This design comes from an exercise in tuning for small area and a short achievable clock period on the open sky130 flow, not from production work.
In this exercise RTL edits were held to simulation tests only and were not proved equivalent to the original.

## flow/design.v (module list and top-level ports; edited modules follow where they fit)
// module iir_filter: 981 lines
// module iir_fa: 4 lines
module iir_filter(
    input clk,
    input rst,
    input signed [11:0] signal_i,
    output signed [11:0] signal_o
    );
  // ...
==> flow/run.sh <==
#!/bin/bash
# synth_recipe.tcl (not shown) runs the flow's synth.tcl, then flattens the netlist and writes it again
# the make line also repeats each setting of config.mk as NAME=value (left out here)
make -C /OpenROAD-flow-scripts/flow DESIGN_CONFIG=/design/flow/config.mk WORK_HOME=/design/flow/orfs CLKGATE_MAP_FILE= SYNTH_SCRIPT=/design/flow/synth_recipe.tcl finish
==> flow/config.mk <==
export PLATFORM = sky130hd
export DESIGN_NAME = iir_filter
export DESIGN_NICKNAME = iir_filter
export VERILOG_FILES = /design/flow/design.v
export SDC_FILE = /design/flow/constraint.sdc
export NUM_CORES = 4
export LEC_CHECK = 0
export ABC_AREA = 1
export CAP_MARGIN = 20
export CORE_MARGIN = 2
export CORE_UTILIZATION = 40
export CTS_BUF_LIST = sky130_fd_sc_hd__clkbuf_4 sky130_fd_sc_hd__clkbuf_8
export PLACE_DENSITY = 0.6
export SLEW_MARGIN = 20
export SYNTH_HIERARCHICAL = 1
==> flow/constraint.sdc <==
create_clock -name core_clock -period 14.5 [get_ports {clk}]
set_input_delay 2.9000 -clock core_clock [delete_from_list [all_inputs] [get_ports {clk}]]
set_output_delay 2.9000 -clock core_clock [all_outputs]
set_load 0.01 [all_outputs]
==> flow_summary.toml, run 1 <==
[hold_path]
hold_depth = 0

[synthesis]
async_flop_share_pct = 86.7
ys_seq_area_share_pct = 22.3
synth_xor_area_share_pct = 4.02
yosys.area_share.simple_pct = 9.04
syn_area_mm2 = 0.0176

[timing]
worst_slew_pin_slew_ns = 0.768
setup-tns-final_ns = 0

[final_layout]
layout.non_clock_buffers = 26
final_nets = 2136
post_route_cells_drive_above_1_share_pct = 7.44
regArea_mm2 = 0.00393
final_design_area_no_fill_mm2 = 0.0190

[status]
outcome = "no timing/DRC/antenna violations"

[die]
tap_cells = 585
io_pins = 26
die_y_um = 214
die_area_mm2 = 0.0458

[critical_path]
worstSetupStartpoint = "signal_i[8]"
r2r_setup_slack_ns = 8.94
endpoint_kind = "register"
timing.rr.start = "y0[6]"
crit_fanout = 6

[clocking]
clock-sinks = 158
cts_buffer_depth = 2
clock_latency_ns = 0.52

[routing]
drc = 0
via_per_inst = 5.14

[run]
drv_cap = 0

[global_routing]
overflow = 0
grt_pass1_vias = 12501
==> run 2, diff against run 1 <==
--- a/flow/design.v
+++ b/flow/design.v
@@ -48,19 +48,19 @@
 iir_fa u_ws_37 (.a(ws_2), .b(ws_3), .c(~ws_5), .s(ws_37), .co(ws_38));
 wire ws_39, ws_40;
 iir_fa u_ws_39 (.a(ws_4), .b(ws_7), .c(~ws_6), .s(ws_39), .co(ws_40));
 wire ws_41, ws_42;
 iir_fa u_ws_41 (.a(ws_8), .b(ws_11), .c(~ws_10), .s(ws_41), .co(ws_42));
 wire ws_43, ws_44;
 iir_fa u_ws_43 (.a(ws_12), .b(ws_15), .c(~ws_14), .s(ws_43), .co(ws_44));
 wire ws_45, ws_46;
-iir_fa u_ws_45 (.a(ws_16), .b(ws_19), .c(ws_21), .s(ws_45), .co(ws_46));
+iir_fa u_ws_45 (.a(ws_21), .b(ws_16), .c(ws_19), .s(ws_45), .co(ws_46));
 wire ws_47, ws_48;
-iir_fa u_ws_47 (.a(q[14]), .b(ws_20), .c(ws_22), .s(ws_47), .co(ws_48));
+iir_fa u_ws_47 (.a(q[14]), .b(ws_22), .c(ws_20), .s(ws_47), .co(ws_48));
 wire ws_49, ws_50;
 iir_fa u_ws_49 (.a(q[15]), .b(ws_24), .c(ws_25), .s(ws_49), .co(ws_50));
 wire ws_51, ws_52;
 iir_fa u_ws_51 (.a(y0[8]), .b(y2[8]), .c(q[16]), .s(ws_51), .co(ws_52));
 wire ws_53, ws_54;
 iir_fa u_ws_53 (.a(y0[9]), .b(y2[9]), .c(q[17]), .s(ws_53), .co(ws_54));
 wire ws_55, ws_56;
 iir_fa u_ws_55 (.a(y0[10]), .b(y2[10]), .c(q[18]), .s(ws_55), .co(ws_56));
@@ -86,24 +86,24 @@
 assign ws_74 = ws_37 & ~ws_36;
 wire ws_75, ws_76;
 iir_fa u_ws_75 (.a(~ws_9), .b(ws_38), .c(ws_39), .s(ws_75), .co(ws_76));
 wire ws_77, ws_78;
 iir_fa u_ws_77 (.a(~ws_13), .b(ws_40), .c(ws_41), .s(ws_77), .co(ws_78));
 wire ws_79, ws_80;
 iir_fa u_ws_79 (.a(~ws_17), .b(ws_42), .c(ws_43), .s(ws_79), .co(ws_80));
 wire ws_81, ws_82;
-iir_fa u_ws_81 (.a(~ws_18), .b(ws_44), .c(ws_45), .s(ws_81), .co(ws_82));
+iir_fa u_ws_81 (.a(~ws_18), .b(ws_45), .c(ws_44), .s(ws_81), .co(ws_82));
 wire ws_83, ws_84;
-iir_fa u_ws_83 (.a(ws_23), .b(ws_46), .c(ws_47), .s(ws_83), .co(ws_84));
+iir_fa u_ws_83 (.a(ws_23), .b(ws_47), .c(ws_46), .s(ws_83), .co(ws_84));
 wire ws_85, ws_86;
 assign ws_85 = ws_48 ^ ws_49;
 assign ws_86 = ws_48 & ws_49;
 wire ws_87, ws_88;
-iir_fa u_ws_87 (.a(ws_26), .b(ws_50), .c(ws_51), .s(ws_87), .co(ws_88));
+iir_fa u_ws_87 (.a(ws_26), .b(ws_51), .c(ws_50), .s(ws_87), .co(ws_88));
 wire ws_89, ws_90;
 assign ws_89 = ws_52 ^ ws_53;
 assign ws_90 = ws_52 & ws_53;
 wire ws_91, ws_92;
 assign ws_91 = ws_54 ^ ws_55;
 assign ws_92 = ws_54 & ws_55;
 wire ws_93, ws_94;
 assign ws_93 = ws_56 ^ ws_57;
@@ -134,40 +134,40 @@
 assign ys_19 = signal_i[9] ^ signal_i[10];
 assign ys_20 = signal_i[9] & signal_i[10];
 wire ys_21, ys_22;
 assign ys_21 = signal_i[10] ^ ~signal_i[11];
 assign ys_22 = signal_i[10] & ~signal_i[11];
 wire ys_23, ys_24;
 iir_fa u_ys_23 (.a(signal_i[0]), .b(signal_i[2]), .c(w[3]), .s(ys_23), .co(ys_24));
 wire ys_25, ys_26;
-assign ys_25 = ys_1 ^ w[4];
-assign ys_26 = ys_1 & w[4];
+assign ys_25 = w[4] ^ ys_1;
+assign ys_26 = w[4] & ys_1;
 wire ys_27, ys_28;
-iir_fa u_ys_27 (.a(ys_2), .b(ys_3), .c(w[5]), .s(ys_27), .co(ys_28));
+iir_fa u_ys_27 (.a(w[5]), .b(ys_2), .c(ys_3), .s(ys_27), .co(ys_28));
 wire ys_29, ys_30;
-iir_fa u_ys_29 (.a(ys_4), .b(ys_5), .c(w[6]), .s(ys_29), .co(ys_30));
+iir_fa u_ys_29 (.a(w[6]), .b(ys_4), .c(ys_5), .s(ys_29), .co(ys_30));
 wire ys_31, ys_32;
-iir_fa u_ys_31 (.a(ys_6), .b(ys_7), .c(w[7]), .s(ys_31), .co(ys_32));
+iir_fa u_ys_31 (.a(w[7]), .b(ys_6), .c(ys_7), .s(ys_31), .co(ys_32));
 wire ys_33, ys_34;
-iir_fa u_ys_33 (.a(ys_8), .b(ys_9), .c(w[8]), .s(ys_33), .co(ys_34));
+iir_fa u_ys_33 (.a(w[8]), .b(ys_8), .c(ys_9), .s(ys_33), .co(ys_34));
 wire ys_35, ys_36;
-iir_fa u_ys_35 (.a(ys_10), .b(ys_11), .c(w[9]), .s(ys_35), .co(ys_36));
+iir_fa u_ys_35 (.a(w[9]), .b(ys_10), .c(ys_11), .s(ys_35), .co(ys_36));
 wire ys_37, ys_38;
-iir_fa u_ys_37 (.a(ys_12), .b(ys_13), .c(w[10]), .s(ys_37), .co(ys_38));
+iir_fa u_ys_37 (.a(w[10]), .b(ys_12), .c(ys_13), .s(ys_37), .co(ys_38));
 wire ys_39, ys_40;
-iir_fa u_ys_39 (.a(ys_14), .b(ys_15), .c(w[11]), .s(ys_39), .co(ys_40));
+iir_fa u_ys_39 (.a(w[11]), .b(ys_14), .c(ys_15), .s(ys_39), .co(ys_40));
 wire ys_41, ys_42;
-iir_fa u_ys_41 (.a(ys_16), .b(ys_17), .c(w[12]), .s(ys_41), .co(ys_42));
+iir_fa u_ys_41 (.a(w[12]), .b(ys_16), .c(ys_17), .s(ys_41), .co(ys_42));
 wire ys_43, ys_44;
-iir_fa u_ys_43 (.a(ys_18), .b(ys_19), .c(w[13]), .s(ys_43), .co(ys_44));
+iir_fa u_ys_43 (.a(ys_19), .b(w[13]), .c(ys_18), .s(ys_43), .co(ys_44));
 wire ys_45, ys_46;
 iir_fa u_ys_45 (.a(ys_20), .b(ys_21), .c(w[14]), .s(ys_45), .co(ys_46));
 wire ys_47, ys_48;
-iir_fa u_ys_47 (.a(~signal_i[11]), .b(ys_22), .c(w[15]), .s(ys_47), .co(ys_48));
+iir_fa u_ys_47 (.a(ys_22), .b(~signal_i[11]), .c(w[15]), .s(ys_47), .co(ys_48));
 wire [20:0] ysum = {w[20], w[19], w[18], w[17], ys_48, ys_46, ys_44, ys_42, ys_40, ys_38, ys_36, ys_34, ys_32, ys_30, ys_28, ys_26, ys_24, ys_23, signal_i[1], signal_i[0], w[0]} + {1'b0, 1'b0, 1'b0, 1'b0, w[16], ys_47, ys_45, ys_43, ys_41, ys_39, ys_37, ys_35, ys_33, ys_31, ys_29, ys_27, ys_25, 1'b0, w[2], w[1], 1'b0};
 wire qs_1, qs_2;
 iir_fa u_qs_1 (.a(x1[0]), .b(x1[2]), .c(y0[2]), .s(qs_1), .co(qs_2));
 wire qs_3, qs_4;
 iir_fa u_qs_3 (.a(x1[1]), .b(x1[3]), .c(y0[0]), .s(qs_3), .co(qs_4));
 wire qs_5, qs_6;
 iir_fa u_qs_5 (.a(y0[3]), .b(y0[4]), .c(y0[9]), .s(qs_5), .co(qs_6));
 wire qs_7, qs_8;
@@ -248,37 +248,37 @@
 iir_fa u_qs_75 (.a(x1[10]), .b(y0[9]), .c(r[18]), .s(qs_75), .co(qs_76));
 wire qs_77, qs_78;
 iir_fa u_qs_77 (.a(y0[0]), .b(y0[5]), .c(r[5]), .s(qs_77), .co(qs_78));
 wire qs_79, qs_80;
 iir_fa u_qs_79 (.a(y0[6]), .b(r[6]), .c(qs_29), .s(qs_79), .co(qs_80));
 wire qs_81, qs_82;
 iir_fa u_qs_81 (.a(qs_30), .b(qs_31), .c(qs_33), .s(qs_81), .co(qs_82));
 wire qs_83, qs_84;
-iir_fa u_qs_83 (.a(qs_32), .b(qs_34), .c(qs_35), .s(qs_83), .co(qs_84));
+iir_fa u_qs_83 (.a(qs_37), .b(qs_32), .c(qs_34), .s(qs_83), .co(qs_84));
 wire qs_85, qs_86;
-iir_fa u_qs_85 (.a(qs_36), .b(qs_38), .c(qs_39), .s(qs_85), .co(qs_86));
+iir_fa u_qs_85 (.a(qs_38), .b(qs_41), .c(qs_36), .s(qs_85), .co(qs_86));
 wire qs_87, qs_88;
-iir_fa u_qs_87 (.a(qs_40), .b(qs_42), .c(qs_43), .s(qs_87), .co(qs_88));
+iir_fa u_qs_87 (.a(qs_42), .b(qs_40), .c(qs_43), .s(qs_87), .co(qs_88));
 wire qs_89, qs_90;
-iir_fa u_qs_89 (.a(qs_44), .b(qs_46), .c(qs_47), .s(qs_89), .co(qs_90));
+iir_fa u_qs_89 (.a(qs_44), .b(qs_47), .c(qs_46), .s(qs_89), .co(qs_90));
 wire qs_91, qs_92;
-iir_fa u_qs_91 (.a(qs_48), .b(qs_50), .c(qs_51), .s(qs_91), .co(qs_92));
+iir_fa u_qs_91 (.a(qs_53), .b(qs_48), .c(qs_51), .s(qs_91), .co(qs_92));
 wire qs_93, qs_94;
-iir_fa u_qs_93 (.a(qs_52), .b(qs_54), .c(qs_55), .s(qs_93), .co(qs_94));
+iir_fa u_qs_93 (.a(qs_54), .b(qs_57), .c(qs_52), .s(qs_93), .co(qs_94));
 wire qs_95, qs_96;
-iir_fa u_qs_95 (.a(qs_56), .b(qs_58), .c(qs_59), .s(qs_95), .co(qs_96));
+iir_fa u_qs_95 (.a(qs_58), .b(qs_59), .c(qs_56), .s(qs_95), .co(qs_96));
 wire qs_97, qs_98;
-iir_fa u_qs_97 (.a(qs_60), .b(qs_62), .c(qs_63), .s(qs_97), .co(qs_98));
+iir_fa u_qs_97 (.a(qs_65), .b(qs_60), .c(qs_63), .s(qs_97), .co(qs_98));
 wire qs_99, qs_100;
-iir_fa u_qs_99 (.a(qs_64), .b(qs_66), .c(qs_67), .s(qs_99), .co(qs_100));
+iir_fa u_qs_99 (.a(qs_66), .b(qs_69), .c(qs_64), .s(qs_99), .co(qs_100));
 wire qs_101, qs_102;
-iir_fa u_qs_101 (.a(qs_68), .b(qs_70), .c(qs_71), .s(qs_101), .co(qs_102));
+iir_fa u_qs_101 (.a(qs_70), .b(qs_68), .c(qs_71), .s(qs_101), .co(qs_102));
 wire qs_103, qs_104;
-iir_fa u_qs_103 (.a(qs_72), .b(qs_74), .c(qs_75), .s(qs_103), .co(qs_104));
+iir_fa u_qs_103 (.a(qs_72), .b(qs_75), .c(qs_74), .s(qs_103), .co(qs_104));
 wire qs_105, qs_106;
 iir_fa u_qs_105 (.a(x1[11]), .b(y0[10]), .c(r[19]), .s(qs_105), .co(qs_106));
 wire qs_107, qs_108;
 iir_fa u_qs_107 (.a(y0[2]), .b(r[2]), .c(~x1[0]), .s(qs_107), .co(qs_108));
 wire qs_109, qs_110;
 iir_fa u_qs_109 (.a(y0[3]), .b(r[3]), .c(~x1[1]), .s(qs_109), .co(qs_110));
 wire qs_111, qs_112;
 iir_fa u_qs_111 (.a(y0[4]), .b(r[4]), .c(~x1[2]), .s(qs_111), .co(qs_112));
@@ -286,79 +286,79 @@
 assign qs_113 = qs_77 ^ ~x1[3];
 assign qs_114 = qs_77 & ~x1[3];
 wire qs_115, qs_116;
 iir_fa u_qs_115 (.a(~x1[4]), .b(qs_78), .c(qs_79), .s(qs_115), .co(qs_116));
 wire qs_117, qs_118;
 assign qs_117 = qs_80 ^ qs_81;
 assign qs_118 = qs_80 & qs_81;
 wire qs_119, qs_120;
-iir_fa u_qs_119 (.a(qs_37), .b(qs_82), .c(qs_83), .s(qs_119), .co(qs_120));
+iir_fa u_qs_119 (.a(qs_35), .b(qs_83), .c(qs_82), .s(qs_119), .co(qs_120));
 wire qs_121, qs_122;
-iir_fa u_qs_121 (.a(qs_41), .b(qs_84), .c(qs_85), .s(qs_121), .co(qs_122));
+iir_fa u_qs_121 (.a(qs_85), .b(qs_84), .c(qs_39), .s(qs_121), .co(qs_122));
 wire qs_123, qs_124;
-iir_fa u_qs_123 (.a(qs_45), .b(qs_86), .c(qs_87), .s(qs_123), .co(qs_124));
+iir_fa u_qs_123 (.a(qs_86), .b(qs_45), .c(qs_87), .s(qs_123), .co(qs_124));
 wire qs_125, qs_126;
 iir_fa u_qs_125 (.a(qs_49), .b(qs_88), .c(qs_89), .s(qs_125), .co(qs_126));
 wire qs_127, qs_128;
-iir_fa u_qs_127 (.a(qs_53), .b(qs_90), .c(qs_91), .s(qs_127), .co(qs_128));
+iir_fa u_qs_127 (.a(qs_50), .b(qs_91), .c(qs_90), .s(qs_127), .co(qs_128));
 wire qs_129, qs_130;
-iir_fa u_qs_129 (.a(qs_57), .b(qs_92), .c(qs_93), .s(qs_129), .co(qs_130));
+iir_fa u_qs_129 (.a(qs_55), .b(qs_93), .c(qs_92), .s(qs_129), .co(qs_130));
 wire qs_131, qs_132;
 iir_fa u_qs_131 (.a(qs_61), .b(qs_94), .c(qs_95), .s(qs_131), .co(qs_132));
 wire qs_133, qs_134;
-iir_fa u_qs_133 (.a(qs_65), .b(qs_96), .c(qs_97), .s(qs_133), .co(qs_134));
+iir_fa u_qs_133 (.a(qs_62), .b(qs_97), .c(qs_96), .s(qs_133), .co(qs_134));
 wire qs_135, qs_136;
-iir_fa u_qs_135 (.a(qs_69), .b(qs_98), .c(qs_99), .s(qs_135), .co(qs_136));
+iir_fa u_qs_135 (.a(qs_67), .b(qs_99), .c(qs_98), .s(qs_135), .co(qs_136));
 wire qs_137, qs_138;
-iir_fa u_qs_137 (.a(qs_73), .b(qs_100), .c(qs_101), .s(qs_137), .co(qs_138));
+iir_fa u_qs_137 (.a(qs_100), .b(qs_73), .c(qs_101), .s(qs_137), .co(qs_138));
 wire qs_139, qs_140;
 assign qs_139 = qs_102 ^ qs_103;
 assign qs_140 = qs_102 & qs_103;
 wire qs_141, qs_142;
-iir_fa u_qs_141 (.a(qs_76), .b(qs_104), .c(qs_105), .s(qs_141), .co(qs_142));
+iir_fa u_qs_141 (.a(qs_76), .b(qs_105), .c(qs_104), .s(qs_141), .co(qs_142));
 wire qs_143, qs_144;
 iir_fa u_qs_143 (.a(y0[11]), .b(r[20]), .c(qs_106), .s(qs_143), .co(qs_144));
 wire qs_145, qs_146;
-iir_fa u_qs_145 (.a(qs_116), .b(qs_117), .c(signal_i[0]), .s(qs_145), .co(qs_146));
+iir_fa u_qs_145 (.a(qs_117), .b(qs_116), .c(signal_i[0]), .s(qs_145), .co(qs_146));
 wire qs_147, qs_148;
 iir_fa u_qs_147 (.a(qs_118), .b(qs_119), .c(signal_i[1]), .s(qs_147), .co(qs_148));
 wire qs_149, qs_150;
 iir_fa u_qs_149 (.a(qs_120), .b(qs_121), .c(signal_i[2]), .s(qs_149), .co(qs_150));
 wire qs_151, qs_152;
 iir_fa u_qs_151 (.a(qs_122), .b(qs_123), .c(signal_i[3]), .s(qs_151), .co(qs_152));
 wire qs_153, qs_154;
 iir_fa u_qs_153 (.a(qs_124), .b(qs_125), .c(signal_i[4]), .s(qs_153), .co(qs_154));
 wire qs_155, qs_156;
 iir_fa u_qs_155 (.a(qs_126), .b(qs_127), .c(signal_i[5]), .s(qs_155), .co(qs_156));
 wire qs_157, qs_158;
 iir_fa u_qs_157 (.a(qs_128), .b(qs_129), .c(signal_i[6]), .s(qs_157), .co(qs_158));
 wire qs_159, qs_160;
 iir_fa u_qs_159 (.a(qs_130), .b(qs_131), .c(signal_i[7]), .s(qs_159), .co(qs_160));
 wire qs_161, qs_162;
-iir_fa u_qs_161 (.a(qs_132), .b(qs_133), .c(signal_i[8]), .s(qs_161), .co(qs_162));
+iir_fa u_qs_161 (.a(qs_133), .b(qs_132), .c(signal_i[8]), .s(qs_161), .co(qs_162));
 wire qs_163, qs_164;
-iir_fa u_qs_163 (.a(qs_134), .b(qs_135), .c(signal_i[9]), .s(qs_163), .co(qs_164));
+iir_fa u_qs_163 (.a(qs_135), .b(qs_134), .c(signal_i[9]), .s(qs_163), .co(qs_164));
 wire qs_165, qs_166;
 iir_fa u_qs_165 (.a(qs_136), .b(qs_137), .c(signal_i[10]), .s(qs_165), .co(qs_166));
 wire qs_167, qs_168;
-iir_fa u_qs_167 (.a(qs_138), .b(qs_139), .c(~signal_i[11]), .s(qs_167), .co(qs_168));
+iir_fa u_qs_167 (.a(qs_139), .b(qs_138), .c(~signal_i[11]), .s(qs_167), .co(qs_168));
 wire qs_169, qs_170;
 iir_fa u_qs_169 (.a(y0[0]), .b(r[0]), .c(signal_i[0]), .s(qs_169), .co(qs_170));
 wire qs_171, qs_172;
 iir_fa u_qs_171 (.a(y0[1]), .b(r[1]), .c(signal_i[1]), .s(qs_171), .co(qs_172));
 wire qs_173, qs_174;
 assign qs_173 = qs_107 ^ signal_i[2];
 assign qs_174 = qs_107 & signal_i[2];
 wire qs_175, qs_176;
 iir_fa u_qs_175 (.a(qs_108), .b(qs_109), .c(signal_i[3]), .s(qs_175), .co(qs_176));
 wire qs_177, qs_178;
 iir_fa u_qs_177 (.a(qs_110), .b(qs_111), .c(signal_i[4]), .s(qs_177), .co(qs_178));
 wire qs_179, qs_180;
-iir_fa u_qs_179 (.a(qs_112), .b(qs_113), .c(signal_i[5]), .s(qs_179), .co(qs_180));
+iir_fa u_qs_179 (.a(qs_113), .b(qs_112), .c(signal_i[5]), .s(qs_179), .co(qs_180));
 wire qs_181, qs_182;
 iir_fa u_qs_181 (.a(qs_114), .b(qs_115), .c(signal_i[6]), .s(qs_181), .co(qs_182));
 wire qs_183, qs_184;
 assign qs_183 = signal_i[7] ^ qs_145;
 assign qs_184 = signal_i[7] & qs_145;
 wire qs_185, qs_186;
 iir_fa u_qs_185 (.a(signal_i[8]), .b(qs_146), .c(qs_147), .s(qs_185), .co(qs_186));
 wire qs_187, qs_188;
@@ -386,18 +386,18 @@
 assign qs_203 = qs_164 ^ qs_165;
 assign qs_204 = qs_164 & qs_165;
 wire qs_205, qs_206;
 assign qs_205 = qs_166 ^ qs_167;
 assign qs_206 = qs_166 & qs_167;
 wire qs_207, qs_208;
 iir_fa u_qs_207 (.a(qs_140), .b(qs_141), .c(qs_168), .s(qs_207), .co(qs_208));
 wire qs_209, qs_210;
-assign qs_209 = qs_142 ^ qs_143;
-assign qs_210 = qs_142 & qs_143;
+assign qs_209 = qs_143 ^ qs_142;
+assign qs_210 = qs_143 & qs_142;
 wire [20:0] qn = {qs_208, qs_206, qs_204, qs_202, qs_200, qs_198, qs_196, qs_194, qs_192, qs_190, qs_188, qs_186, qs_184, qs_182, qs_180, qs_178, qs_176, qs_174, qs_172, qs_170, qs_169} + {qs_209, qs_207, qs_205, qs_203, qs_201, qs_199, qs_197, qs_195, qs_193, qs_191, qs_189, qs_187, qs_185, qs_183, qs_181, qs_179, qs_177, qs_175, qs_173, qs_171, 1'b0};
 wire rs_1, rs_2;
 assign rs_1 = x1[5] ^ x1[9];
 assign rs_2 = x1[5] & x1[9];
 wire rs_3, rs_4;
 assign rs_3 = x1[6] ^ x1[10];
 assign rs_4 = x1[6] & x1[10];
 wire rs_5, rs_6;
@@ -503,17 +503,17 @@
 iir_fa u_rs_93 (.a(rs_24), .b(rs_26), .c(rs_30), .s(rs_93), .co(rs_94));
 wire rs_95, rs_96;
 iir_fa u_rs_95 (.a(rs_3), .b(rs_28), .c(rs_33), .s(rs_95), .co(rs_96));
 wire rs_97, rs_98;
 iir_fa u_rs_97 (.a(rs_31), .b(rs_35), .c(rs_37), .s(rs_97), .co(rs_98));
 wire rs_99, rs_100;
 iir_fa u_rs_99 (.a(rs_32), .b(rs_36), .c(rs_38), .s(rs_99), .co(rs_100));
 wire rs_101, rs_102;
-iir_fa u_rs_101 (.a(rs_4), .b(rs_34), .c(rs_39), .s(rs_101), .co(rs_102));
+iir_fa u_rs_101 (.a(rs_4), .b(rs_39), .c(rs_34), .s(rs_101), .co(rs_102));
 wire rs_103, rs_104;
 iir_fa u_rs_103 (.a(rs_41), .b(rs_45), .c(~rs_43), .s(rs_103), .co(rs_104));
 wire rs_105, rs_106;
 iir_fa u_rs_105 (.a(y1[6]), .b(y1[7]), .c(s[13]), .s(rs_105), .co(rs_106));
 wire rs_107, rs_108;
 iir_fa u_rs_107 (.a(rs_40), .b(rs_44), .c(rs_49), .s(rs_107), .co(rs_108));
 wire rs_109, rs_110;
 iir_fa u_rs_109 (.a(rs_42), .b(rs_46), .c(rs_47), .s(rs_109), .co(rs_110));
@@ -563,147 +563,147 @@
 wire rs_151, rs_152;
 iir_fa u_rs_151 (.a(rs_60), .b(rs_62), .c(rs_63), .s(rs_151), .co(rs_152));
 wire rs_153, rs_154;
 assign rs_153 = rs_65 ^ ~rs_67;
 assign rs_154 = rs_65 & ~rs_67;
 wire rs_155, rs_156;
 iir_fa u_rs_155 (.a(rs_64), .b(rs_68), .c(rs_69), .s(rs_155), .co(rs_156));
 wire rs_157, rs_158;
-iir_fa u_rs_157 (.a(rs_66), .b(rs_71), .c(rs_73), .s(rs_157), .co(rs_158));
+iir_fa u_rs_157 (.a(rs_73), .b(rs_66), .c(rs_71), .s(rs_157), .co(rs_158));
 wire rs_159, rs_160;
-iir_fa u_rs_159 (.a(rs_72), .b(rs_74), .c(rs_75), .s(rs_159), .co(rs_160));
+iir_fa u_rs_159 (.a(rs_74), .b(rs_79), .c(rs_72), .s(rs_159), .co(rs_160));
 wire rs_161, rs_162;
-iir_fa u_rs_161 (.a(~rs_79), .b(rs_70), .c(rs_77), .s(rs_161), .co(rs_162));
+iir_fa u_rs_161 (.a(rs_70), .b(~rs_75), .c(rs_77), .s(rs_161), .co(rs_162));
 wire rs_163, rs_164;
-iir_fa u_rs_163 (.a(rs_76), .b(rs_80), .c(rs_83), .s(rs_163), .co(rs_164));
+iir_fa u_rs_163 (.a(rs_80), .b(rs_85), .c(rs_76), .s(rs_163), .co(rs_164));
 wire rs_165, rs_166;
-iir_fa u_rs_165 (.a(~rs_85), .b(rs_78), .c(rs_81), .s(rs_165), .co(rs_166));
+iir_fa u_rs_165 (.a(rs_81), .b(rs_78), .c(~rs_83), .s(rs_165), .co(rs_166));
 wire rs_167, rs_168;
-iir_fa u_rs_167 (.a(rs_84), .b(rs_86), .c(rs_87), .s(rs_167), .co(rs_168));
+iir_fa u_rs_167 (.a(rs_86), .b(rs_91), .c(rs_84), .s(rs_167), .co(rs_168));
 wire rs_169, rs_170;
-iir_fa u_rs_169 (.a(rs_89), .b(rs_91), .c(~rs_82), .s(rs_169), .co(rs_170));
+iir_fa u_rs_169 (.a(~rs_82), .b(rs_87), .c(rs_89), .s(rs_169), .co(rs_170));
 wire rs_171, rs_172;
-iir_fa u_rs_171 (.a(rs_88), .b(rs_90), .c(rs_93), .s(rs_171), .co(rs_172));
+iir_fa u_rs_171 (.a(rs_88), .b(rs_93), .c(rs_90), .s(rs_171), .co(rs_172));
 wire rs_173, rs_174;
-iir_fa u_rs_173 (.a(~rs_97), .b(rs_92), .c(rs_95), .s(rs_173), .co(rs_174));
+iir_fa u_rs_173 (.a(rs_92), .b(rs_95), .c(~rs_97), .s(rs_173), .co(rs_174));
 wire rs_175, rs_176;
-iir_fa u_rs_175 (.a(rs_94), .b(rs_98), .c(rs_99), .s(rs_175), .co(rs_176));
+iir_fa u_rs_175 (.a(rs_94), .b(rs_99), .c(rs_98), .s(rs_175), .co(rs_176));
 wire rs_177, rs_178;
-iir_fa u_rs_177 (.a(~rs_103), .b(rs_96), .c(rs_101), .s(rs_177), .co(rs_178));
+iir_fa u_rs_177 (.a(rs_101), .b(rs_96), .c(~rs_103), .s(rs_177), .co(rs_178));
 wire rs_179, rs_180;
-iir_fa u_rs_179 (.a(rs_100), .b(rs_104), .c(rs_105), .s(rs_179), .co(rs_180));
+iir_fa u_rs_179 (.a(rs_105), .b(rs_100), .c(rs_109), .s(rs_179), .co(rs_180));
 wire rs_181, rs_182;
-iir_fa u_rs_181 (.a(~rs_109), .b(rs_102), .c(rs_107), .s(rs_181), .co(rs_182));
+iir_fa u_rs_181 (.a(rs_102), .b(rs_107), .c(~rs_104), .s(rs_181), .co(rs_182));
 wire rs_183, rs_184;
-iir_fa u_rs_183 (.a(rs_106), .b(rs_110), .c(rs_111), .s(rs_183), .co(rs_184));
+iir_fa u_rs_183 (.a(rs_115), .b(rs_106), .c(rs_111), .s(rs_183), .co(rs_184));
 wire rs_185, rs_186;
-iir_fa u_rs_185 (.a(~rs_115), .b(rs_108), .c(rs_113), .s(rs_185), .co(rs_186));
+iir_fa u_rs_185 (.a(rs_113), .b(~rs_110), .c(rs_108), .s(rs_185), .co(rs_186));
 wire rs_187, rs_188;
-iir_fa u_rs_187 (.a(rs_112), .b(rs_116), .c(rs_117), .s(rs_187), .co(rs_188));
+iir_fa u_rs_187 (.a(rs_116), .b(rs_112), .c(rs_117), .s(rs_187), .co(rs_188));
 wire rs_189, rs_190;
 iir_fa u_rs_189 (.a(~rs_119), .b(rs_114), .c(rs_121), .s(rs_189), .co(rs_190));
 wire rs_191, rs_192;
-iir_fa u_rs_191 (.a(rs_118), .b(rs_120), .c(rs_123), .s(rs_191), .co(rs_192));
+iir_fa u_rs_191 (.a(rs_127), .b(rs_118), .c(rs_120), .s(rs_191), .co(rs_192));
 wire rs_193, rs_194;
-iir_fa u_rs_193 (.a(rs_125), .b(rs_127), .c(~rs_122), .s(rs_193), .co(rs_194));
+iir_fa u_rs_193 (.a(rs_123), .b(rs_125), .c(~rs_122), .s(rs_193), .co(rs_194));
 wire rs_195, rs_196;
 iir_fa u_rs_195 (.a(rs_124), .b(rs_126), .c(rs_129), .s(rs_195), .co(rs_196));
 wire rs_197, rs_198;
 assign rs_197 = rs_131 ^ ~rs_128;
 assign rs_198 = rs_131 & ~rs_128;
 wire rs_199, rs_200;
 iir_fa u_rs_199 (.a(x4[11]), .b(y1[11]), .c(s[18]), .s(rs_199), .co(rs_200));
 wire rs_201, rs_202;
-iir_fa u_rs_201 (.a(rs_130), .b(rs_132), .c(~rs_133), .s(rs_201), .co(rs_202));
+iir_fa u_rs_201 (.a(~rs_133), .b(rs_130), .c(rs_132), .s(rs_201), .co(rs_202));
 wire rs_203, rs_204;
 iir_fa u_rs_203 (.a(x1[10]), .b(x2[10]), .c(s[19]), .s(rs_203), .co(rs_204));
 wire rs_205, rs_206;
 assign rs_205 = x1[11] ^ x2[11];
 assign rs_206 = x1[11] | x2[11];
 wire rs_207, rs_208;
 assign rs_207 = x4[0] ^ y1[0];
 assign rs_208 = x4[0] | y1[0];
 wire rs_209, rs_210;
 iir_fa u_rs_209 (.a(x1[0]), .b(x2[0]), .c(~rs_135), .s(rs_209), .co(rs_210));
 wire rs_211, rs_212;
 iir_fa u_rs_211 (.a(y1[0]), .b(rs_53), .c(~rs_136), .s(rs_211), .co(rs_212));
 wire rs_213, rs_214;
 iir_fa u_rs_213 (.a(rs_138), .b(rs_141), .c(~rs_139), .s(rs_213), .co(rs_214));
 wire rs_215, rs_216;
-iir_fa u_rs_215 (.a(rs_142), .b(rs_145), .c(~rs_140), .s(rs_215), .co(rs_216));
+iir_fa u_rs_215 (.a(rs_142), .b(~rs_140), .c(rs_145), .s(rs_215), .co(rs_216));
 wire rs_217, rs_218;
-iir_fa u_rs_217 (.a(rs_146), .b(rs_149), .c(~rs_144), .s(rs_217), .co(rs_218));
+iir_fa u_rs_217 (.a(rs_146), .b(~rs_144), .c(rs_149), .s(rs_217), .co(rs_218));
 wire rs_219, rs_220;
-iir_fa u_rs_219 (.a(rs_150), .b(rs_153), .c(~rs_148), .s(rs_219), .co(rs_220));
+iir_fa u_rs_219 (.a(rs_153), .b(rs_150), .c(~rs_148), .s(rs_219), .co(rs_220));
 wire rs_221, rs_222;
-iir_fa u_rs_221 (.a(rs_154), .b(rs_157), .c(~rs_152), .s(rs_221), .co(rs_222));
+iir_fa u_rs_221 (.a(rs_154), .b(~rs_152), .c(rs_157), .s(rs_221), .co(rs_222));
 wire rs_223, rs_224;
-iir_fa u_rs_223 (.a(rs_158), .b(rs_159), .c(~rs_156), .s(rs_223), .co(rs_224));
+iir_fa u_rs_223 (.a(rs_159), .b(rs_158), .c(~rs_156), .s(rs_223), .co(rs_224));
 wire rs_225, rs_226;
 iir_fa u_rs_225 (.a(rs_160), .b(rs_163), .c(~rs_162), .s(rs_225), .co(rs_226));
 wire rs_227, rs_228;
 iir_fa u_rs_227 (.a(rs_164), .b(rs_167), .c(rs_169), .s(rs_227), .co(rs_228));
 wire rs_229, rs_230;
-iir_fa u_rs_229 (.a(rs_168), .b(rs_170), .c(rs_171), .s(rs_229), .co(rs_230));
+iir_fa u_rs_229 (.a(rs_168), .b(rs_171), .c(rs_170), .s(rs_229), .co(rs_230));
 wire rs_231, rs_232;
 iir_fa u_rs_231 (.a(rs_172), .b(rs_175), .c(~rs_174), .s(rs_231), .co(rs_232));
 wire rs_233, rs_234;
-iir_fa u_rs_233 (.a(rs_176), .b(rs_179), .c(~rs_178), .s(rs_233), .co(rs_234));
+iir_fa u_rs_233 (.a(rs_176), .b(rs_179), .c(~rs_181), .s(rs_233), .co(rs_234));
 wire rs_235, rs_236;
-iir_fa u_rs_235 (.a(rs_180), .b(rs_183), .c(~rs_182), .s(rs_235), .co(rs_236));
+iir_fa u_rs_235 (.a(rs_183), .b(rs_180), .c(~rs_182), .s(rs_235), .co(rs_236));
 wire rs_237, rs_238;
 iir_fa u_rs_237 (.a(rs_184), .b(rs_187), .c(~rs_186), .s(rs_237), .co(rs_238));
 wire rs_239, rs_240;
 iir_fa u_rs_239 (.a(rs_188), .b(rs_191), .c(rs_193), .s(rs_239), .co(rs_240));
 wire rs_241, rs_242;
-iir_fa u_rs_241 (.a(rs_192), .b(rs_194), .c(rs_195), .s(rs_241), .co(rs_242));
+iir_fa u_rs_241 (.a(rs_197), .b(rs_192), .c(rs_195), .s(rs_241), .co(rs_242));
 wire rs_243, rs_244;
-iir_fa u_rs_243 (.a(rs_196), .b(rs_198), .c(rs_199), .s(rs_243), .co(rs_244));
+iir_fa u_rs_243 (.a(rs_198), .b(rs_199), .c(rs_196), .s(rs_243), .co(rs_244));
 wire rs_245, rs_246;
-iir_fa u_rs_245 (.a(rs_134), .b(rs_200), .c(rs_202), .s(rs_245), .co(rs_246));
+iir_fa u_rs_245 (.a(rs_134), .b(rs_200), .c(rs_203), .s(rs_245), .co(rs_246));
 wire rs_247, rs_248;
-iir_fa u_rs_247 (.a(s[20]), .b(rs_204), .c(~rs_205), .s(rs_247), .co(rs_248));
+iir_fa u_rs_247 (.a(s[20]), .b(~rs_205), .c(rs_204), .s(rs_247), .co(rs_248));
 wire rs_249, rs_250;
-iir_fa u_rs_249 (.a(~rs_137), .b(rs_210), .c(rs_211), .s(rs_249), .co(rs_250));
+iir_fa u_rs_249 (.a(~rs_137), .b(rs_211), .c(rs_210), .s(rs_249), .co(rs_250));
 wire rs_251, rs_252;
 assign rs_251 = rs_213 ^ ~rs_212;
 assign rs_252 = rs_213 & ~rs_212;
 wire rs_253, rs_254;
 iir_fa u_rs_253 (.a(~rs_143), .b(rs_214), .c(rs_215), .s(rs_253), .co(rs_254));
 wire rs_255, rs_256;
 iir_fa u_rs_255 (.a(~rs_147), .b(rs_216), .c(rs_217), .s(rs_255), .co(rs_256));
 wire rs_257, rs_258;
 iir_fa u_rs_257 (.a(~rs_151), .b(rs_218), .c(rs_219), .s(rs_257), .co(rs_258));
 wire rs_259, rs_260;
 iir_fa u_rs_259 (.a(~rs_155), .b(rs_220), .c(rs_221), .s(rs_259), .co(rs_260));
 wire rs_261, rs_262;
-iir_fa u_rs_261 (.a(~rs_161), .b(rs_222), .c(rs_223), .s(rs_261), .co(rs_262));
+iir_fa u_rs_261 (.a(rs_222), .b(~rs_161), .c(rs_223), .s(rs_261), .co(rs_262));
 wire rs_263, rs_264;
-iir_fa u_rs_263 (.a(~rs_165), .b(rs_224), .c(rs_225), .s(rs_263), .co(rs_264));
+iir_fa u_rs_263 (.a(rs_224), .b(~rs_165), .c(rs_225), .s(rs_263), .co(rs_264));
 wire rs_265, rs_266;
 iir_fa u_rs_265 (.a(~rs_166), .b(rs_226), .c(rs_227), .s(rs_265), .co(rs_266));
 wire rs_267, rs_268;
 iir_fa u_rs_267 (.a(~rs_173), .b(rs_228), .c(rs_229), .s(rs_267), .co(rs_268));
 wire rs_269, rs_270;
 iir_fa u_rs_269 (.a(~rs_177), .b(rs_230), .c(rs_231), .s(rs_269), .co(rs_270));
 wire rs_271, rs_272;
-iir_fa u_rs_271 (.a(~rs_181), .b(rs_232), .c(rs_233), .s(rs_271), .co(rs_272));
+iir_fa u_rs_271 (.a(~rs_178), .b(rs_232), .c(rs_233), .s(rs_271), .co(rs_272));
 wire rs_273, rs_274;
-iir_fa u_rs_273 (.a(~rs_185), .b(rs_234), .c(rs_235), .s(rs_273), .co(rs_274));
+iir_fa u_rs_273 (.a(~rs_185), .b(rs_235), .c(rs_234), .s(rs_273), .co(rs_274));
 wire rs_275, rs_276;
-iir_fa u_rs_275 (.a(~rs_189), .b(rs_236), .c(rs_237), .s(rs_275), .co(rs_276));
+iir_fa u_rs_275 (.a(~rs_189), .b(rs_237), .c(rs_236), .s(rs_275), .co(rs_276));
 wire rs_277, rs_278;
-iir_fa u_rs_277 (.a(~rs_190), .b(rs_238), .c(rs_239), .s(rs_277), .co(rs_278));
+iir_fa u_rs_277 (.a(~rs_190), .b(rs_239), .c(rs_238), .s(rs_277), .co(rs_278));
 wire rs_279, rs_280;
-iir_fa u_rs_279 (.a(rs_197), .b(rs_240), .c(rs_241), .s(rs_279), .co(rs_280));
+iir_fa u_rs_279 (.a(rs_194), .b(rs_241), .c(rs_240), .s(rs_279), .co(rs_280));
 wire rs_281, rs_282;
-iir_fa u_rs_281 (.a(rs_201), .b(rs_242), .c(rs_243), .s(rs_281), .co(rs_282));
+iir_fa u_rs_281 (.a(rs_201), .b(rs_243), .c(rs_242), .s(rs_281), .co(rs_282));
 wire rs_283, rs_284;
-iir_fa u_rs_283 (.a(rs_203), .b(rs_244), .c(rs_245), .s(rs_283), .co(rs_284));
+iir_fa u_rs_283 (.a(rs_202), .b(rs_245), .c(rs_244), .s(rs_283), .co(rs_284));
 wire rs_285, rs_286;
 assign rs_285 = rs_246 ^ rs_247;
 assign rs_286 = rs_246 & rs_247;
 wire [20:0] rn = {rs_284, rs_282, rs_280, rs_278, rs_276, rs_274, rs_272, rs_270, rs_268, rs_266, rs_264, rs_262, rs_260, rs_258, rs_256, rs_254, rs_252, ~rs_250, ~rs_249, rs_208, s[0]} + {rs_285, rs_283, rs_281, rs_279, rs_277, rs_275, rs_273, rs_271, rs_269, rs_267, rs_265, rs_263, rs_261, rs_259, rs_257, rs_255, rs_253, rs_251, 1'b0, ~rs_209, ~rs_207};
 wire ss_1, ss_2;
 iir_fa u_ss_1 (.a(x4[0]), .b(x4[1]), .c(x4[3]), .s(ss_1), .co(ss_2));
 wire ss_3, ss_4;
 iir_fa u_ss_3 (.a(x4[1]), .b(x4[2]), .c(x4[4]), .s(ss_3), .co(ss_4));
@@ -832,140 +832,140 @@
 iir_fa u_ss_123 (.a(x2[7]), .b(x2[9]), .c(x4[11]), .s(ss_123), .co(ss_124));
 wire ss_125, ss_126;
 iir_fa u_ss_125 (.a(x4[1]), .b(y1[2]), .c(y2[0]), .s(ss_125), .co(ss_126));
 wire ss_127, ss_128;
 iir_fa u_ss_127 (.a(y2[0]), .b(y2[1]), .c(y2[3]), .s(ss_127), .co(ss_128));
 wire ss_129, ss_130;
 iir_fa u_ss_129 (.a(y3[3]), .b(~x2[1]), .c(ss_61), .s(ss_129), .co(ss_130));
 wire ss_131, ss_132;
-iir_fa u_ss_131 (.a(ss_1), .b(ss_62), .c(ss_63), .s(ss_131), .co(ss_132));
+iir_fa u_ss_131 (.a(ss_62), .b(ss_1), .c(ss_63), .s(ss_131), .co(ss_132));
 wire ss_133, ss_134;
 assign ss_133 = ss_65 ^ ~x2[2];
 assign ss_134 = ss_65 & ~x2[2];
 wire ss_135, ss_136;
-iir_fa u_ss_135 (.a(ss_5), .b(ss_64), .c(ss_66), .s(ss_135), .co(ss_136));
+iir_fa u_ss_135 (.a(ss_64), .b(ss_66), .c(ss_5), .s(ss_135), .co(ss_136));
 wire ss_137, ss_138;
 iir_fa u_ss_137 (.a(~x2[3]), .b(ss_67), .c(ss_69), .s(ss_137), .co(ss_138));
 wire ss_139, ss_140;
-iir_fa u_ss_139 (.a(ss_11), .b(ss_68), .c(ss_70), .s(ss_139), .co(ss_140));
+iir_fa u_ss_139 (.a(ss_68), .b(ss_11), .c(ss_71), .s(ss_139), .co(ss_140));
 wire ss_141, ss_142;
-iir_fa u_ss_141 (.a(~x2[4]), .b(ss_71), .c(ss_73), .s(ss_141), .co(ss_142));
+iir_fa u_ss_141 (.a(~x2[4]), .b(ss_70), .c(ss_73), .s(ss_141), .co(ss_142));
 wire ss_143, ss_144;
-iir_fa u_ss_143 (.a(ss_72), .b(ss_74), .c(ss_75), .s(ss_143), .co(ss_144));
+iir_fa u_ss_143 (.a(ss_72), .b(ss_75), .c(ss_74), .s(ss_143), .co(ss_144));
 wire ss_145, ss_146;
 assign ss_145 = ss_77 ^ ss_79;
 assign ss_146 = ss_77 & ss_79;
 wire ss_147, ss_148;
-iir_fa u_ss_147 (.a(ss_76), .b(ss_78), .c(ss_80), .s(ss_147), .co(ss_148));
+iir_fa u_ss_147 (.a(ss_85), .b(ss_76), .c(ss_78), .s(ss_147), .co(ss_148));
 wire ss_149, ss_150;
-iir_fa u_ss_149 (.a(ss_81), .b(ss_83), .c(ss_85), .s(ss_149), .co(ss_150));
+iir_fa u_ss_149 (.a(ss_81), .b(ss_80), .c(ss_83), .s(ss_149), .co(ss_150));
 wire ss_151, ss_152;
-iir_fa u_ss_151 (.a(ss_82), .b(ss_84), .c(ss_86), .s(ss_151), .co(ss_152));
+iir_fa u_ss_151 (.a(ss_86), .b(ss_82), .c(ss_84), .s(ss_151), .co(ss_152));
 wire ss_153, ss_154;
 iir_fa u_ss_153 (.a(ss_87), .b(ss_89), .c(ss_91), .s(ss_153), .co(ss_154));
 wire ss_155, ss_156;
-iir_fa u_ss_155 (.a(ss_88), .b(ss_90), .c(ss_92), .s(ss_155), .co(ss_156));
+iir_fa u_ss_155 (.a(ss_88), .b(ss_90), .c(ss_93), .s(ss_155), .co(ss_156));
 wire ss_157, ss_158;
-iir_fa u_ss_157 (.a(ss_93), .b(ss_95), .c(ss_97), .s(ss_157), .co(ss_158));
+iir_fa u_ss_157 (.a(ss_92), .b(ss_95), .c(ss_97), .s(ss_157), .co(ss_158));
 wire ss_159, ss_160;
-iir_fa u_ss_159 (.a(ss_94), .b(ss_96), .c(ss_98), .s(ss_159), .co(ss_160));
+iir_fa u_ss_159 (.a(ss_94), .b(ss_96), .c(ss_99), .s(ss_159), .co(ss_160));
 wire ss_161, ss_162;
-iir_fa u_ss_161 (.a(ss_99), .b(ss_101), .c(ss_103), .s(ss_161), .co(ss_162));
+iir_fa u_ss_161 (.a(ss_98), .b(ss_101), .c(ss_103), .s(ss_161), .co(ss_162));
 wire ss_163, ss_164;
-iir_fa u_ss_163 (.a(ss_100), .b(ss_102), .c(ss_104), .s(ss_163), .co(ss_164));
+iir_fa u_ss_163 (.a(ss_109), .b(ss_100), .c(ss_102), .s(ss_163), .co(ss_164));
 wire ss_165, ss_166;
-iir_fa u_ss_165 (.a(ss_105), .b(ss_107), .c(ss_109), .s(ss_165), .co(ss_166));
+iir_fa u_ss_165 (.a(ss_105), .b(ss_104), .c(ss_107), .s(ss_165), .co(ss_166));
 wire ss_167, ss_168;
-iir_fa u_ss_167 (.a(ss_106), .b(ss_108), .c(ss_110), .s(ss_167), .co(ss_168));
+iir_fa u_ss_167 (.a(ss_110), .b(ss_115), .c(ss_111), .s(ss_167), .co(ss_168));
 wire ss_169, ss_170;
-iir_fa u_ss_169 (.a(ss_111), .b(ss_113), .c(ss_115), .s(ss_169), .co(ss_170));
+iir_fa u_ss_169 (.a(ss_106), .b(ss_108), .c(ss_113), .s(ss_169), .co(ss_170));
 wire ss_171, ss_172;
-iir_fa u_ss_171 (.a(ss_112), .b(ss_114), .c(ss_116), .s(ss_171), .co(ss_172));
+iir_fa u_ss_171 (.a(ss_116), .b(ss_117), .c(ss_119), .s(ss_171), .co(ss_172));
 wire ss_173, ss_174;
-iir_fa u_ss_173 (.a(ss_117), .b(ss_119), .c(ss_121), .s(ss_173), .co(ss_174));
+iir_fa u_ss_173 (.a(ss_112), .b(ss_114), .c(ss_121), .s(ss_173), .co(ss_174));
 wire ss_175, ss_176;
 iir_fa u_ss_175 (.a(y1[10]), .b(y1[11]), .c(ss_118), .s(ss_175), .co(ss_176));
 wire ss_177, ss_178;
-iir_fa u_ss_177 (.a(ss_120), .b(ss_122), .c(ss_123), .s(ss_177), .co(ss_178));
+iir_fa u_ss_177 (.a(ss_120), .b(ss_123), .c(ss_122), .s(ss_177), .co(ss_178));
 wire ss_179, ss_180;
 iir_fa u_ss_179 (.a(x2[8]), .b(x2[10]), .c(y1[11]), .s(ss_179), .co(ss_180));
 wire ss_181, ss_182;
 iir_fa u_ss_181 (.a(x4[0]), .b(y1[1]), .c(y2[1]), .s(ss_181), .co(ss_182));
 wire ss_183, ss_184;
 iir_fa u_ss_183 (.a(y2[2]), .b(y3[2]), .c(ss_125), .s(ss_183), .co(ss_184));
 wire ss_185, ss_186;
 iir_fa u_ss_185 (.a(ss_126), .b(ss_127), .c(ss_129), .s(ss_185), .co(ss_186));
 wire ss_187, ss_188;
-iir_fa u_ss_187 (.a(ss_128), .b(ss_130), .c(ss_131), .s(ss_187), .co(ss_188));
+iir_fa u_ss_187 (.a(ss_133), .b(ss_128), .c(ss_130), .s(ss_187), .co(ss_188));
 wire ss_189, ss_190;
-iir_fa u_ss_189 (.a(ss_132), .b(ss_134), .c(ss_135), .s(ss_189), .co(ss_190));
+iir_fa u_ss_189 (.a(ss_134), .b(ss_132), .c(ss_135), .s(ss_189), .co(ss_190));
 wire ss_191, ss_192;
-iir_fa u_ss_191 (.a(ss_136), .b(ss_138), .c(ss_139), .s(ss_191), .co(ss_192));
+iir_fa u_ss_191 (.a(ss_136), .b(ss_139), .c(ss_138), .s(ss_191), .co(ss_192));
 wire ss_193, ss_194;
-iir_fa u_ss_193 (.a(ss_140), .b(ss_142), .c(ss_143), .s(ss_193), .co(ss_194));
+iir_fa u_ss_193 (.a(ss_145), .b(ss_140), .c(ss_143), .s(ss_193), .co(ss_194));
 wire ss_195, ss_196;
-iir_fa u_ss_195 (.a(ss_144), .b(ss_146), .c(ss_147), .s(ss_195), .co(ss_196));
+iir_fa u_ss_195 (.a(ss_146), .b(ss_144), .c(ss_147), .s(ss_195), .co(ss_196));
 wire ss_197, ss_198;
-iir_fa u_ss_197 (.a(ss_148), .b(ss_150), .c(ss_151), .s(ss_197), .co(ss_198));
+iir_fa u_ss_197 (.a(ss_148), .b(ss_151), .c(ss_150), .s(ss_197), .co(ss_198));
 wire ss_199, ss_200;
-iir_fa u_ss_199 (.a(ss_152), .b(ss_154), .c(ss_155), .s(ss_199), .co(ss_200));
+iir_fa u_ss_199 (.a(ss_152), .b(ss_155), .c(ss_154), .s(ss_199), .co(ss_200));
 wire ss_201, ss_202;
-iir_fa u_ss_201 (.a(ss_156), .b(ss_158), .c(ss_159), .s(ss_201), .co(ss_202));
+iir_fa u_ss_201 (.a(ss_156), .b(ss_159), .c(ss_158), .s(ss_201), .co(ss_202));
 wire ss_203, ss_204;
-iir_fa u_ss_203 (.a(ss_160), .b(ss_162), .c(ss_163), .s(ss_203), .co(ss_204));
+iir_fa u_ss_203 (.a(ss_160), .b(ss_163), .c(ss_162), .s(ss_203), .co(ss_204));
 wire ss_205, ss_206;
-iir_fa u_ss_205 (.a(ss_164), .b(ss_166), .c(ss_167), .s(ss_205), .co(ss_206));
+iir_fa u_ss_205 (.a(ss_167), .b(ss_164), .c(ss_166), .s(ss_205), .co(ss_206));
 wire ss_207, ss_208;
-iir_fa u_ss_207 (.a(ss_168), .b(ss_170), .c(ss_171), .s(ss_207), .co(ss_208));
+iir_fa u_ss_207 (.a(ss_171), .b(ss_168), .c(ss_170), .s(ss_207), .co(ss_208));
 wire ss_209, ss_210;
-iir_fa u_ss_209 (.a(ss_172), .b(ss_174), .c(ss_175), .s(ss_209), .co(ss_210));
+iir_fa u_ss_209 (.a(ss_175), .b(ss_172), .c(ss_177), .s(ss_209), .co(ss_210));
 wire ss_211, ss_212;
-iir_fa u_ss_211 (.a(ss_124), .b(ss_176), .c(ss_178), .s(ss_211), .co(ss_212));
+iir_fa u_ss_211 (.a(ss_124), .b(ss_179), .c(ss_176), .s(ss_211), .co(ss_212));
 wire ss_213, ss_214;
 iir_fa u_ss_213 (.a(x2[9]), .b(x2[11]), .c(ss_180), .s(ss_213), .co(ss_214));
 wire ss_215, ss_216;
 iir_fa u_ss_215 (.a(y1[0]), .b(y2[0]), .c(y3[0]), .s(ss_215), .co(ss_216));
 wire ss_217, ss_218;
 assign ss_217 = y3[1] ^ ss_181;
 assign ss_218 = y3[1] & ss_181;
 wire ss_219, ss_220;
 iir_fa u_ss_219 (.a(~x2[0]), .b(ss_182), .c(ss_183), .s(ss_219), .co(ss_220));
 wire ss_221, ss_222;
 assign ss_221 = ss_184 ^ ss_185;
 assign ss_222 = ss_184 & ss_185;
 wire ss_223, ss_224;
-iir_fa u_ss_223 (.a(ss_133), .b(ss_186), .c(ss_187), .s(ss_223), .co(ss_224));
+iir_fa u_ss_223 (.a(ss_131), .b(ss_186), .c(ss_187), .s(ss_223), .co(ss_224));
 wire ss_225, ss_226;
-iir_fa u_ss_225 (.a(ss_137), .b(ss_188), .c(ss_189), .s(ss_225), .co(ss_226));
+iir_fa u_ss_225 (.a(ss_188), .b(ss_137), .c(ss_189), .s(ss_225), .co(ss_226));
 wire ss_227, ss_228;
-iir_fa u_ss_227 (.a(ss_141), .b(ss_190), .c(ss_191), .s(ss_227), .co(ss_228));
+iir_fa u_ss_227 (.a(ss_190), .b(ss_141), .c(ss_191), .s(ss_227), .co(ss_228));
 wire ss_229, ss_230;
-iir_fa u_ss_229 (.a(ss_145), .b(ss_192), .c(ss_193), .s(ss_229), .co(ss_230));
+iir_fa u_ss_229 (.a(ss_142), .b(ss_192), .c(ss_193), .s(ss_229), .co(ss_230));
 wire ss_231, ss_232;
 iir_fa u_ss_231 (.a(ss_149), .b(ss_194), .c(ss_195), .s(ss_231), .co(ss_232));
 wire ss_233, ss_234;
 iir_fa u_ss_233 (.a(ss_153), .b(ss_196), .c(ss_197), .s(ss_233), .co(ss_234));
 wire ss_235, ss_236;
 iir_fa u_ss_235 (.a(ss_157), .b(ss_198), .c(ss_199), .s(ss_235), .co(ss_236));
 wire ss_237, ss_238;
 iir_fa u_ss_237 (.a(ss_161), .b(ss_200), .c(ss_201), .s(ss_237), .co(ss_238));
 wire ss_239, ss_240;
 iir_fa u_ss_239 (.a(ss_165), .b(ss_202), .c(ss_203), .s(ss_239), .co(ss_240));
 wire ss_241, ss_242;
 iir_fa u_ss_241 (.a(ss_169), .b(ss_204), .c(ss_205), .s(ss_241), .co(ss_242));
 wire ss_243, ss_244;
-iir_fa u_ss_243 (.a(ss_173), .b(ss_206), .c(ss_207), .s(ss_243), .co(ss_244));
+iir_fa u_ss_243 (.a(ss_173), .b(ss_207), .c(ss_206), .s(ss_243), .co(ss_244));
 wire ss_245, ss_246;
-iir_fa u_ss_245 (.a(ss_177), .b(ss_208), .c(ss_209), .s(ss_245), .co(ss_246));
+iir_fa u_ss_245 (.a(ss_174), .b(ss_209), .c(ss_208), .s(ss_245), .co(ss_246));
 wire ss_247, ss_248;
-iir_fa u_ss_247 (.a(ss_179), .b(ss_210), .c(ss_211), .s(ss_247), .co(ss_248));
+iir_fa u_ss_247 (.a(ss_211), .b(ss_178), .c(ss_210), .s(ss_247), .co(ss_248));
 wire ss_249, ss_250;
-assign ss_249 = ss_212 ^ ss_213;
-assign ss_250 = ss_212 & ss_213;
+assign ss_249 = ss_213 ^ ss_212;
+assign ss_250 = ss_213 & ss_212;
 wire ss_251, ss_252;
 assign ss_251 = x2[10] ^ ss_214;
 assign ss_252 = x2[10] & ss_214;
 wire [20:0] sn = {1'b0, ss_252, ss_250, ss_248, ss_246, ss_244, ss_242, ss_240, ss_238, ss_236, ss_234, ss_232, ss_230, ss_228, ss_226, ss_224, ss_222, ss_220, ss_218, ss_216, ss_215} + {1'b0, x2[11], ss_251, ss_249, ss_247, ss_245, ss_243, ss_241, ss_239, ss_237, ss_235, ss_233, ss_231, ss_229, ss_227, ss_225, ss_223, ss_221, ss_219, ss_217, 1'b0};
 always @(posedge clk or posedge rst) begin
     if (rst) begin
         y0 <= 12'h7ff; y1 <= 12'h7ff; y2 <= 12'h7ff; y3 <= 12'h7ff;
         x1 <= 12'h800; x2 <= 12'h800; x3 <= 12'h800; x4 <= 12'h800;
==> flow_summary.toml, run 2 <==
[synthesis]
synth.distinct_cells = 40
syn_area_per_cell_um2 = 11.5
netlist.area_leader.share_pct = 44.0
async_flop_share_pct = 86.7
synth_top_family_by_area = "adder cells"
ys_ff_latch = 158
synthTopCellsByCount = "388 x fa_1, 218 x nand2_1, 208 x inv_1"
synth.area.top_cells = "fa_1 44%, ha_1 10%, dfrtp_1 10%, dfstp_2 9.7%, nand2_1 4.6%"
synth_edf_count = 0
yosysTopAreaCell = "fa_1"
syn_inst = 1541
ys_seq_area_share_pct = 22.2
synth_compound_gate_area_share_pct = 5.50
synth.most_common_cell = "fa_1"
synthAdderAreaFrac_pct = 54.4
synth_xor_area_share_pct = 4.06
ys.flop_type = "dfrtp_1"
yosysWarnings = 7
syn_area_mm2 = 0.0177
synth_nets = 2090
synthMuxAreaShare_pct = 0
yosys.area_share.simple_pct = 9.26

[routing]
wl_per_cell_um = 21.4
dr.pass1.iters = 7
dr_total_vias = 11174
drc = 0
wl_um = 47000
via_per_inst = 5.10
ant_nets = 0
drt-initial-drc-count = 733

[final_layout]
num_antenna_cells = 0
final_core_util_pct = 43.5
post_route_cells_drive_above_1_share_pct = 8.76
most-common-layout-cells = "388 x fa_1, 218 x nand2_1, 207 x inv_1"
area_growth_pct = 8.09
final_common_cell = "fa_1"
largest_registers = "r (21), s (21), q (20)"
final_nets = 2134

[timing]
clock_skew_ns = 0.0175
hold_ws_ns = 0.355
fmax_ghz = 0.175
min_period_ns = 5.71
hold_violations = 0
worst_slew_pin_slew_ns = 0.880
setup_violations = 0
drv_slew = 0
slew_headroom_pct = 41.4
rsz0062_at_grt = "false"
setup-tns-final_ns = 0
period_share_pct = 39.4

[critical_path]
cp.required_ns = 14.93
path_cells = "clkdlybuf4s50_1 -> fa_1 -> fa_1 -> ha_1 -> nand2_1 -> nor3_1 -> nand4_1 -> nand3_1 -> xor2_1"
crit_fanout = 6
crit_slowest_cell = "clkdlybuf4s50_1"
arrival_ns = 6.14
cp_common_cell = "fa_1"
cp-start-kind = "input port"
endpoint_kind = "register"
timing.rr.start = "x1[4]"
critPathMaxStageDelay_ns = 0.75
worstSetupStartpoint = "signal_i[4]"
path_class = "input port to register"

[die]
die_y_um = 214
die_area_mm2 = 0.0459
coreArea_mm2 = 0.0439
initial_core_util_pct = 40.2
rows = 77
io_pins = 26
die_w_um = 214

[clocking]
cts_buffers = 17
cts_tree = "done"
cts_root_buf = "clkbuf_8"
cts_resized = 0
htreeDepth = 4
post_cts_buffers = 0
clock_latency_ns = 0.52
holdBufCountCts = 0
clk_pin_slew_ns = 0.09
clock-sinks = 158
cts_buffer_depth = 2

[global_routing]
grt_pass1_vias = 12164
grt_usage_pct = 22.1
grt_max_degree = 76
overflow = 0
grt_pass1_wl_um = 74800
antenna_found_initial = 0

[placed_design]
place_congestion = 0.929
dpl.hpwl_um = 39300
port_buffers = 25

[hold_path]
min_path_type = "register to register"
min-delay-start = "x3[0]"

[status]
outcome = "no timing/DRC/antenna violations"

[run]
drv_cap = 0
==> run 2: cell types whose count changed in the layout (fill, tap and decap cells not counted), sizes merged, moves of 2 or more <==
cell | previous run | this run
a21boi | 5 | 3
bufinv | 1 | 3
clkbuf | 19 | 21
inv | 225 | 216
nand2 | 230 | 226
nand3 | 52 | 54
nor2 | 67 | 74
o21a | 4 | 2
o21ai | 45 | 50
xnor2 | 32 | 29
xor2 | 49 | 53
==> run 2: critical path, delay by kind of cell <==
kind,cells,cell delay (ns)
and+or+nand+nor,4,0.94
xor gates and xnor gates,1,0.20
adders and majority gates,3,1.36
buffers and inverters,1,0.75
==> run 2: logic make-up (layout without fill, tap and decap cells) <==
| family | Yosys count | after routing |
|---|---|---|
| AOI/OAI and AO/OA | 171 | 171 |
| xor gates and xnor gates | 82 | 82 |
| adders and majority gates | 535 | 535 |
| buffers and inverters | 214 | 271 |
| DFF | 158 | 158 |
| and+or+nand+nor | 381 | 381 |
==> run 2: final timing paths <==
path,end,slack (ns),depth (start not counted)
setup / recovery,q[19],8.79,9
hold / removal,x4[0],0.36,0
setup reg to reg,q[19],9.12,12
hold reg to reg,x4[0],0.36,0
max in group asynchronous,q[10],10.30,3
min in group asynchronous,q[1],2.87,2
==> run 2: final cells by class <==
| type | count | area [µm²] |
|---|---|---|
| repair buffers | 27 | 265 |
| fillers | 4220 | 24800 |
| multi-input cells | 1169 | 12900 |
| inverters | 212 | 801 |
| clock buffers | 21 | 277 |
| clock inverters | 11 | 155 |
| flip-flops and latches | 158 | 3930 |
| well taps | 592 | 741 |
==> run 2: modules after synthesis, one instance, submodules excluded <==
module      cell area (µm²)  cells
iir_filter             9960   1156
iir_fa                 20.0      1
==> run 2: metal layers <==
layer	wire length (µm)	global-route usage, %	share of wire (%)	vias up
met5	0	0	0	-
met4	768	5.30	1.6	0
met3	2100	3.18	4.5	37
met2	23400	36.5	50	278
met1	20600	30.9	44	5888
li1	-	-	-	4971
==> run 2: per-stage QoR <==
step,instance area (µm²),setup slack (ns),instances
2_1_floorplan,17700,8.04,1541
4_1_cts,19100,8.86,2190
6_report,19100,8.79,2190
5_1_grt,19100,8.68,2190
3_5_place_dp,18700,8.31,2158
3_3_place_gp,18700,8.27,2158

re-timing with driven ports:
How much do the figures lean on ideal ports? The routed layouts below were timed once more, with nothing changed but the port constraints.
Step 1, drivers: a clkbuf_16 drives clk and a buf_2 each remaining input, both assumed.
Step 2 moves the port delays by t, midway between the first and last clock arrival at a register: inputs arrive t later, outputs are due t later. That takes back most of the time a late clock gives input paths.
a / b / c = ideal ports / drivers / drivers and shift; a / b = the first two.
run	t, ns	setup WS [ns]	slew at the worst register clock pin (ns)
run 1	0.569	8.902 / 8.935 / 8.366	0.10 / 0.10
run 2	0.564	8.792 / 8.818 / 8.254	0.10 / 0.10
After both steps every run listed still meets setup and hold. For run 2, which loses most, drivers alone change the setup slack by +0.026 ns; drivers and shift together by -0.538 ns.
